Source: an optimization exercise on an open RTL-to-GDS flow (aim: small area). Production flows keep margins and buffers that such runs may drop.

==> 11-18 <==
// Median_Finder_9inputs_8bits
module Median_Finder_9inputs_8bits(
    output wire [7:0] median_pixel,
    output wire       out_valid,
    input  wire [7:0] pixel0, pixel1, pixel2,
    input  wire [7:0] pixel3, pixel4, pixel5,
    input  wire [7:0] pixel6, pixel7, pixel8,
    input  wire       in_valid,
    input  wire       rst,
    input  wire       clk
);
export LEC_CHECK = 0
export ABC_AREA = 1
export CAP_MARGIN = 20
export CORE_MARGIN = 2
export CORE_UTILIZATION = 40
export CTS_BUF_LIST = sky130_fd_sc_hd__clkbuf_8
export GPL_TIMING_DRIVEN = 0
export SLEW_MARGIN = 20
create_clock -name core_clock -period 2.5 [get_ports {clk}]
standard.sh (not shown) runs the stock make flow with config.mk's settings and CLKGATE_MAP_FILE= SYNTH_SCRIPT=/design/flow/synth_recipe.tcl, a recipe that flattens the netlist after the stock synthesis.
==> flow/flow/run.sh <==
#!/bin/bash
# Own layout flow: the standard flow, with two changes:
#  - synthesis maps the logic with the ABC script in flow/abc.script (an
#    area-oriented mapping) instead of ORFS's; the rest of the standard
#    synthesis (synth_recipe.tcl) is unchanged, so registers keep their names;
#  - flow/make_vars.txt adds make variables to the layout steps (one per
#    line), here the cell buffer_ports puts on every port: a small plain
#    buffer instead of the default delay cell.
# Each tool's output goes to a log file in the folder this runs in.
set -euo pipefail
W=$PWD
F=$W/flow
sed 's|log_cmd abc {\*}\$abc_args|log_cmd abc {*}[lreplace $abc_args 1 1 '"$F"'/abc.script]|' \
    "$FLOW_HOME/scripts/synth.tcl" > "$W/own_synth_core.tcl"
grep -q "$F/abc.script" "$W/own_synth_core.tcl"
sed "s|source \$::env(SCRIPTS_DIR)/synth.tcl|source $W/own_synth_core.tcl|" \
    "$W/synth_recipe.tcl" > "$W/own_synth.tcl"
grep -q "own_synth_core.tcl" "$W/own_synth.tcl"
bash "$W/standard.sh" "SYNTH_SCRIPT=$W/own_synth.tcl" synth > "$W/own_synth.log" 2>&1
EXTRA=()
while read -r line; do
    [[ -z "$line" || "$line" == \#* ]] || EXTRA+=("$line")
done < "$F/make_vars.txt"
bash "$W/standard.sh" "${EXTRA[@]}" finish > "$W/own_layout.log" 2>&1
==> flow/flow/abc.script <==
strash
dch
map -D 2000
topo
stime -c
buffer -c
upsize -D 2000 -c
dnsize -D 2000 -c
==> flow/flow/make_vars.txt <==
# extra make variables for the layout, one per line
BUFFER_PORTS_ARGS=-buffer_cell sky130_fd_sc_hd__buf_1
==> 05-24: changes against 11-18 <==
--- a/flow/design.v
+++ b/flow/design.v
@@ -5,18 +5,18 @@
     input  wire [7:0] pixel3, pixel4, pixel5,
     input  wire [7:0] pixel6, pixel7, pixel8,
     input  wire       in_valid,
     input  wire       rst,
     input  wire       clk
 );
-    reg [3:0] valid_q;
+    reg [2:0] valid_q;
     always @(posedge clk) begin
-        if (rst) valid_q <= 4'b0;
-        else     valid_q <= {valid_q[2:0], in_valid};
+        if (rst) valid_q <= 3'b0;
+        else     valid_q <= {valid_q[1:0], in_valid};
     end
-    assign out_valid = valid_q[3];
+    assign out_valid = valid_q[2];
     wire [7:0] x0_0 = pixel0, x0_1 = pixel1, x0_2 = pixel2;
     wire [7:0] x0_3 = pixel3, x0_4 = pixel4, x0_5 = pixel5;
     wire [7:0] x0_6 = pixel6, x0_7 = pixel7, x0_8 = pixel8;
     wire [1:0] d0_0 = x0_0[7:6];
     wire [1:0] d0_1 = x0_1[7:6];
     wire [1:0] d0_2 = x0_2[7:6];
@@ -141,71 +141,66 @@
     wire c2_1 = maj9({(d2_8[1] | d2_8[0]), (d2_7[1] | d2_7[0]), (d2_6[1] | d2_6[0]), (d2_5[1] | d2_5[0]), (d2_4[1] | d2_4[0]), (d2_3[1] | d2_3[0]), (d2_2[1] | d2_2[0]), (d2_1[1] | d2_1[0]), (d2_0[1] | d2_0[0])});
     wire c2_2 = maj9({d2_8[1], d2_7[1], d2_6[1], d2_5[1], d2_4[1], d2_3[1], d2_2[1], d2_1[1], d2_0[1]});
     wire c2_3 = maj9({(d2_8[1] & d2_8[0]), (d2_7[1] & d2_7[0]), (d2_6[1] & d2_6[0]), (d2_5[1] & d2_5[0]), (d2_4[1] & d2_4[0]), (d2_3[1] & d2_3[0]), (d2_2[1] & d2_2[0]), (d2_1[1] & d2_1[0]), (d2_0[1] & d2_0[0])});
     wire [1:0] D2;
     assign D2[1] = c2_2;
     assign D2[0] = (D2[1] ? c2_3 : c2_1);
-    reg [1:0] xr3_0, xr3_1, xr3_2, xr3_3, xr3_4, xr3_5, xr3_6, xr3_7, xr3_8;
     wire gt2_0 = ((d2_0[1] & ~D2[1]) | (~(~d2_0[1] & D2[1]) & d2_0[0] & ~D2[0]));
     wire lt2_0 = ((~d2_0[1] & D2[1]) | (~(d2_0[1] & ~D2[1]) & ~d2_0[0] & D2[0]));
-    wire [1:0] x3_0 = ~xr3_0;
+    wire [1:0] f2_0 = ({2{gt2_0}} | x2_0[1:0]) & ~{2{lt2_0}};
     wire gt2_1 = ((d2_1[1] & ~D2[1]) | (~(~d2_1[1] & D2[1]) & d2_1[0] & ~D2[0]));
     wire lt2_1 = ((~d2_1[1] & D2[1]) | (~(d2_1[1] & ~D2[1]) & ~d2_1[0] & D2[0]));
-    wire [1:0] x3_1 = ~xr3_1;
+    wire [1:0] f2_1 = ({2{gt2_1}} | x2_1[1:0]) & ~{2{lt2_1}};
     wire gt2_2 = ((d2_2[1] & ~D2[1]) | (~(~d2_2[1] & D2[1]) & d2_2[0] & ~D2[0]));
     wire lt2_2 = ((~d2_2[1] & D2[1]) | (~(d2_2[1] & ~D2[1]) & ~d2_2[0] & D2[0]));
-    wire [1:0] x3_2 = ~xr3_2;
+    wire [1:0] f2_2 = ({2{gt2_2}} | x2_2[1:0]) & ~{2{lt2_2}};
     wire gt2_3 = ((d2_3[1] & ~D2[1]) | (~(~d2_3[1] & D2[1]) & d2_3[0] & ~D2[0]));
     wire lt2_3 = ((~d2_3[1] & D2[1]) | (~(d2_3[1] & ~D2[1]) & ~d2_3[0] & D2[0]));
-    wire [1:0] x3_3 = ~xr3_3;
+    wire [1:0] f2_3 = ({2{gt2_3}} | x2_3[1:0]) & ~{2{lt2_3}};
     wire gt2_4 = ((d2_4[1] & ~D2[1]) | (~(~d2_4[1] & D2[1]) & d2_4[0] & ~D2[0]));
     wire lt2_4 = ((~d2_4[1] & D2[1]) | (~(d2_4[1] & ~D2[1]) & ~d2_4[0] & D2[0]));
-    wire [1:0] x3_4 = ~xr3_4;
+    wire [1:0] f2_4 = ({2{gt2_4}} | x2_4[1:0]) & ~{2{lt2_4}};
     wire gt2_5 = ((d2_5[1] & ~D2[1]) | (~(~d2_5[1] & D2[1]) & d2_5[0] & ~D2[0]));
     wire lt2_5 = ((~d2_5[1] & D2[1]) | (~(d2_5[1] & ~D2[1]) & ~d2_5[0] & D2[0]));
-    wire [1:0] x3_5 = ~xr3_5;
+    wire [1:0] f2_5 = ({2{gt2_5}} | x2_5[1:0]) & ~{2{lt2_5}};
     wire gt2_6 = ((d2_6[1] & ~D2[1]) | (~(~d2_6[1] & D2[1]) & d2_6[0] & ~D2[0]));
     wire lt2_6 = ((~d2_6[1] & D2[1]) | (~(d2_6[1] & ~D2[1]) & ~d2_6[0] & D2[0]));
-    wire [1:0] x3_6 = ~xr3_6;
+    wire [1:0] f2_6 = ({2{gt2_6}} | x2_6[1:0]) & ~{2{lt2_6}};
     wire gt2_7 = ((d2_7[1] & ~D2[1]) | (~(~d2_7[1] & D2[1]) & d2_7[0] & ~D2[0]));
     wire lt2_7 = ((~d2_7[1] & D2[1]) | (~(d2_7[1] & ~D2[1]) & ~d2_7[0] & D2[0]));
-    wire [1:0] x3_7 = ~xr3_7;
+    wire [1:0] f2_7 = ({2{gt2_7}} | x2_7[1:0]) & ~{2{lt2_7}};
     wire gt2_8 = ((d2_8[1] & ~D2[1]) | (~(~d2_8[1] & D2[1]) & d2_8[0] & ~D2[0]));
     wire lt2_8 = ((~d2_8[1] & D2[1]) | (~(d2_8[1] & ~D2[1]) & ~d2_8[0] & D2[0]));
-    wire [1:0] x3_8 = ~xr3_8;
-    always @(posedge clk) begin
-        xr3_0 <= ~(({2{gt2_0}} | x2_0[1:0]) & ~{2{lt2_0}});
-        xr3_1 <= ~(({2{gt2_1}} | x2_1[1:0]) & ~{2{lt2_1}});
-        xr3_2 <= ~(({2{gt2_2}} | x2_2[1:0]) & ~{2{lt2_2}});
-        xr3_3 <= ~(({2{gt2_3}} | x2_3[1:0]) & ~{2{lt2_3}});
-        xr3_4 <= ~(({2{gt2_4}} | x2_4[1:0]) & ~{2{lt2_4}});
-        xr3_5 <= ~(({2{gt2_5}} | x2_5[1:0]) & ~{2{lt2_5}});
-        xr3_6 <= ~(({2{gt2_6}} | x2_6[1:0]) & ~{2{lt2_6}});
-        xr3_7 <= ~(({2{gt2_7}} | x2_7[1:0]) & ~{2{lt2_7}});
-        xr3_8 <= ~(({2{gt2_8}} | x2_8[1:0]) & ~{2{lt2_8}});
-    end
+    wire [1:0] f2_8 = ({2{gt2_8}} | x2_8[1:0]) & ~{2{lt2_8}};
+    wire [8:0] v_1 = {(f2_8[1] | f2_8[0]), (f2_7[1] | f2_7[0]), (f2_6[1] | f2_6[0]), (f2_5[1] | f2_5[0]), (f2_4[1] | f2_4[0]), (f2_3[1] | f2_3[0]), (f2_2[1] | f2_2[0]), (f2_1[1] | f2_1[0]), (f2_0[1] | f2_0[0])};
+    reg  [2:0] pr_1;
+    always @(posedge clk) pr_1 <= {(&v_1[2:0]) | (&v_1[5:3]) | (&v_1[8:6]),
+                              (|v_1[2:0]) & (|v_1[5:3]) & (|v_1[8:6]),
+                              maj3(maj3(v_1[0], v_1[1], v_1[2]), maj3(v_1[3], v_1[4], v_1[5]),
+                                   maj3(v_1[6], v_1[7], v_1[8]))};
+    wire [8:0] v_2 = {f2_8[1], f2_7[1], f2_6[1], f2_5[1], f2_4[1], f2_3[1], f2_2[1], f2_1[1], f2_0[1]};
+    reg  [2:0] pr_2;
+    always @(posedge clk) pr_2 <= {(&v_2[2:0]) | (&v_2[5:3]) | (&v_2[8:6]),
+                              (|v_2[2:0]) & (|v_2[5:3]) & (|v_2[8:6]),
+                              maj3(maj3(v_2[0], v_2[1], v_2[2]), maj3(v_2[3], v_2[4], v_2[5]),
+                                   maj3(v_2[6], v_2[7], v_2[8]))};
+    wire [8:0] v_3 = {(f2_8[1] & f2_8[0]), (f2_7[1] & f2_7[0]), (f2_6[1] & f2_6[0]), (f2_5[1] & f2_5[0]), (f2_4[1] & f2_4[0]), (f2_3[1] & f2_3[0]), (f2_2[1] & f2_2[0]), (f2_1[1] & f2_1[0]), (f2_0[1] & f2_0[0])};
+    reg  [2:0] pr_3;
+    always @(posedge clk) pr_3 <= {(&v_3[2:0]) | (&v_3[5:3]) | (&v_3[8:6]),
+                              (|v_3[2:0]) & (|v_3[5:3]) & (|v_3[8:6]),
+                              maj3(maj3(v_3[0], v_3[1], v_3[2]), maj3(v_3[3], v_3[4], v_3[5]),
+                                   maj3(v_3[6], v_3[7], v_3[8]))};
     reg [5:0] mr2;
     always @(posedge clk) mr2 <= {mr1, D2};
-    wire [1:0] d3_0 = x3_0[1:0];
-    wire [1:0] d3_1 = x3_1[1:0];
-    wire [1:0] d3_2 = x3_2[1:0];
-    wire [1:0] d3_3 = x3_3[1:0];
-    wire [1:0] d3_4 = x3_4[1:0];
-    wire [1:0] d3_5 = x3_5[1:0];
-    wire [1:0] d3_6 = x3_6[1:0];
-    wire [1:0] d3_7 = x3_7[1:0];
-    wire [1:0] d3_8 = x3_8[1:0];
-    wire c3_1 = maj9({(d3_8[1] | d3_8[0]), (d3_7[1] | d3_7[0]), (d3_6[1] | d3_6[0]), (d3_5[1] | d3_5[0]), (d3_4[1] | d3_4[0]), (d3_3[1] | d3_3[0]), (d3_2[1] | d3_2[0]), (d3_1[1] | d3_1[0]), (d3_0[1] | d3_0[0])});
-    wire c3_2 = maj9({d3_8[1], d3_7[1], d3_6[1], d3_5[1], d3_4[1], d3_3[1], d3_2[1], d3_1[1], d3_0[1]});
-    wire c3_3 = maj9({(d3_8[1] & d3_8[0]), (d3_7[1] & d3_7[0]), (d3_6[1] & d3_6[0]), (d3_5[1] & d3_5[0]), (d3_4[1] & d3_4[0]), (d3_3[1] & d3_3[0]), (d3_2[1] & d3_2[0]), (d3_1[1] & d3_1[0]), (d3_0[1] & d3_0[0])});
+    wire c3_1 = maj3(pr_1[2], pr_1[1], pr_1[0]);
+    wire c3_2 = maj3(pr_2[2], pr_2[1], pr_2[0]);
+    wire c3_3 = maj3(pr_3[2], pr_3[1], pr_3[0]);
     wire [1:0] D3;
     assign D3[1] = c3_2;
     assign D3[0] = (D3[1] ? c3_3 : c3_1);
-    reg [7:0] mr3;
-    always @(posedge clk) mr3 <= {mr2, D3};
-    assign median_pixel = mr3;
+    assign median_pixel = {mr2, D3};
     function maj9(input [8:0] v);
         begin
             maj9 = maj3((&v[2:0]) | (&v[5:3]) | (&v[8:6]),
                         (|v[2:0]) & (|v[5:3]) & (|v[8:6]),
                         maj3(maj3(v[0], v[1], v[2]), maj3(v[3], v[4], v[5]),
                              maj3(v[6], v[7], v[8])));
--- a/flow/flow/run.sh
+++ b/flow/flow/run.sh
@@ -1,14 +1,13 @@
 #!/bin/bash
 # Own layout flow: the standard flow, with two changes:
 #  - synthesis maps the logic with the ABC script in flow/abc.script (an
 #    area-oriented mapping) instead of ORFS's; the rest of the standard
 #    synthesis (synth_recipe.tcl) is unchanged, so registers keep their names;
-#  - flow/make_vars.txt adds make variables to the layout steps (one per
-#    line), here the cell buffer_ports puts on every port: a small plain
-#    buffer instead of the default delay cell.
+#  - port buffers are plain buffers (flow/ports.txt names the cell) instead
+#    of the default delay cell.
 # Each tool's output goes to a log file in the folder this runs in.
 set -euo pipefail
 W=$PWD
 F=$W/flow
 sed 's|log_cmd abc {\*}\$abc_args|log_cmd abc {*}[lreplace $abc_args 1 1 '"$F"'/abc.script]|' \
     "$FLOW_HOME/scripts/synth.tcl" > "$W/own_synth_core.tcl"
==> flow/flow/abc.script (replaced) <==
strash
dch
map -D 1500
topo
stime -c
buffer -c
upsize -D 1500 -c
dnsize -D 1500 -c
==> flow/flow/make_vars.txt (replaced) <==
# extra make variables for the layout, one per line
BUFFER_PORTS_ARGS=-buffer_cell sky130_fd_sc_hd__buf_2
==> notes <==
Between 05-24 and 11-18, the lower non-clock buffer count is in 11-18 (gap 2). 05-24 finished but failed the layout checks on setup timing. 11-18 ran to the end with no violations. Against 05-24, the count of clock-buffer cells in the layout of 11-18 is lower by 6. Against 11-18, the setup slack of 05-24 is worse by 0.25 ns.
Function was not checked in any run of this note: the RTL went through the layout flow alone.

## separate check: timing with driven ports
Ports are ideal in the flow. The routed layouts listed here were re-timed in OpenROAD. Step 1 assumes that a clkbuf_16 drives the clock port and a buf_2 every other input. Step 2 times the ports against the registers' clock, not the clock port: input delays grow and output delays shrink by t, the midpoint of the rising clock arrivals with the driver on. a / b / c = no drivers / after step 1 / after step 2; a / b = the first two.
run	t (ns)	slack for setup (ns)	hold WS [ns]	worst setup path after step 2
11-18	0.467	0.146 / 0.146 / -0.300	0.238 / 0.230 / 0.327	input to register
05-24	0.464	-0.102 / -0.102 / -0.345	0.244 / 0.227 / 0.328	input to register
With both steps, setup timing fails in 11-18, where it was met with ideal ports. The setup slack of 11-18, which loses most, moves by 0.000 ns with the drivers and by -0.446 ns with both steps.
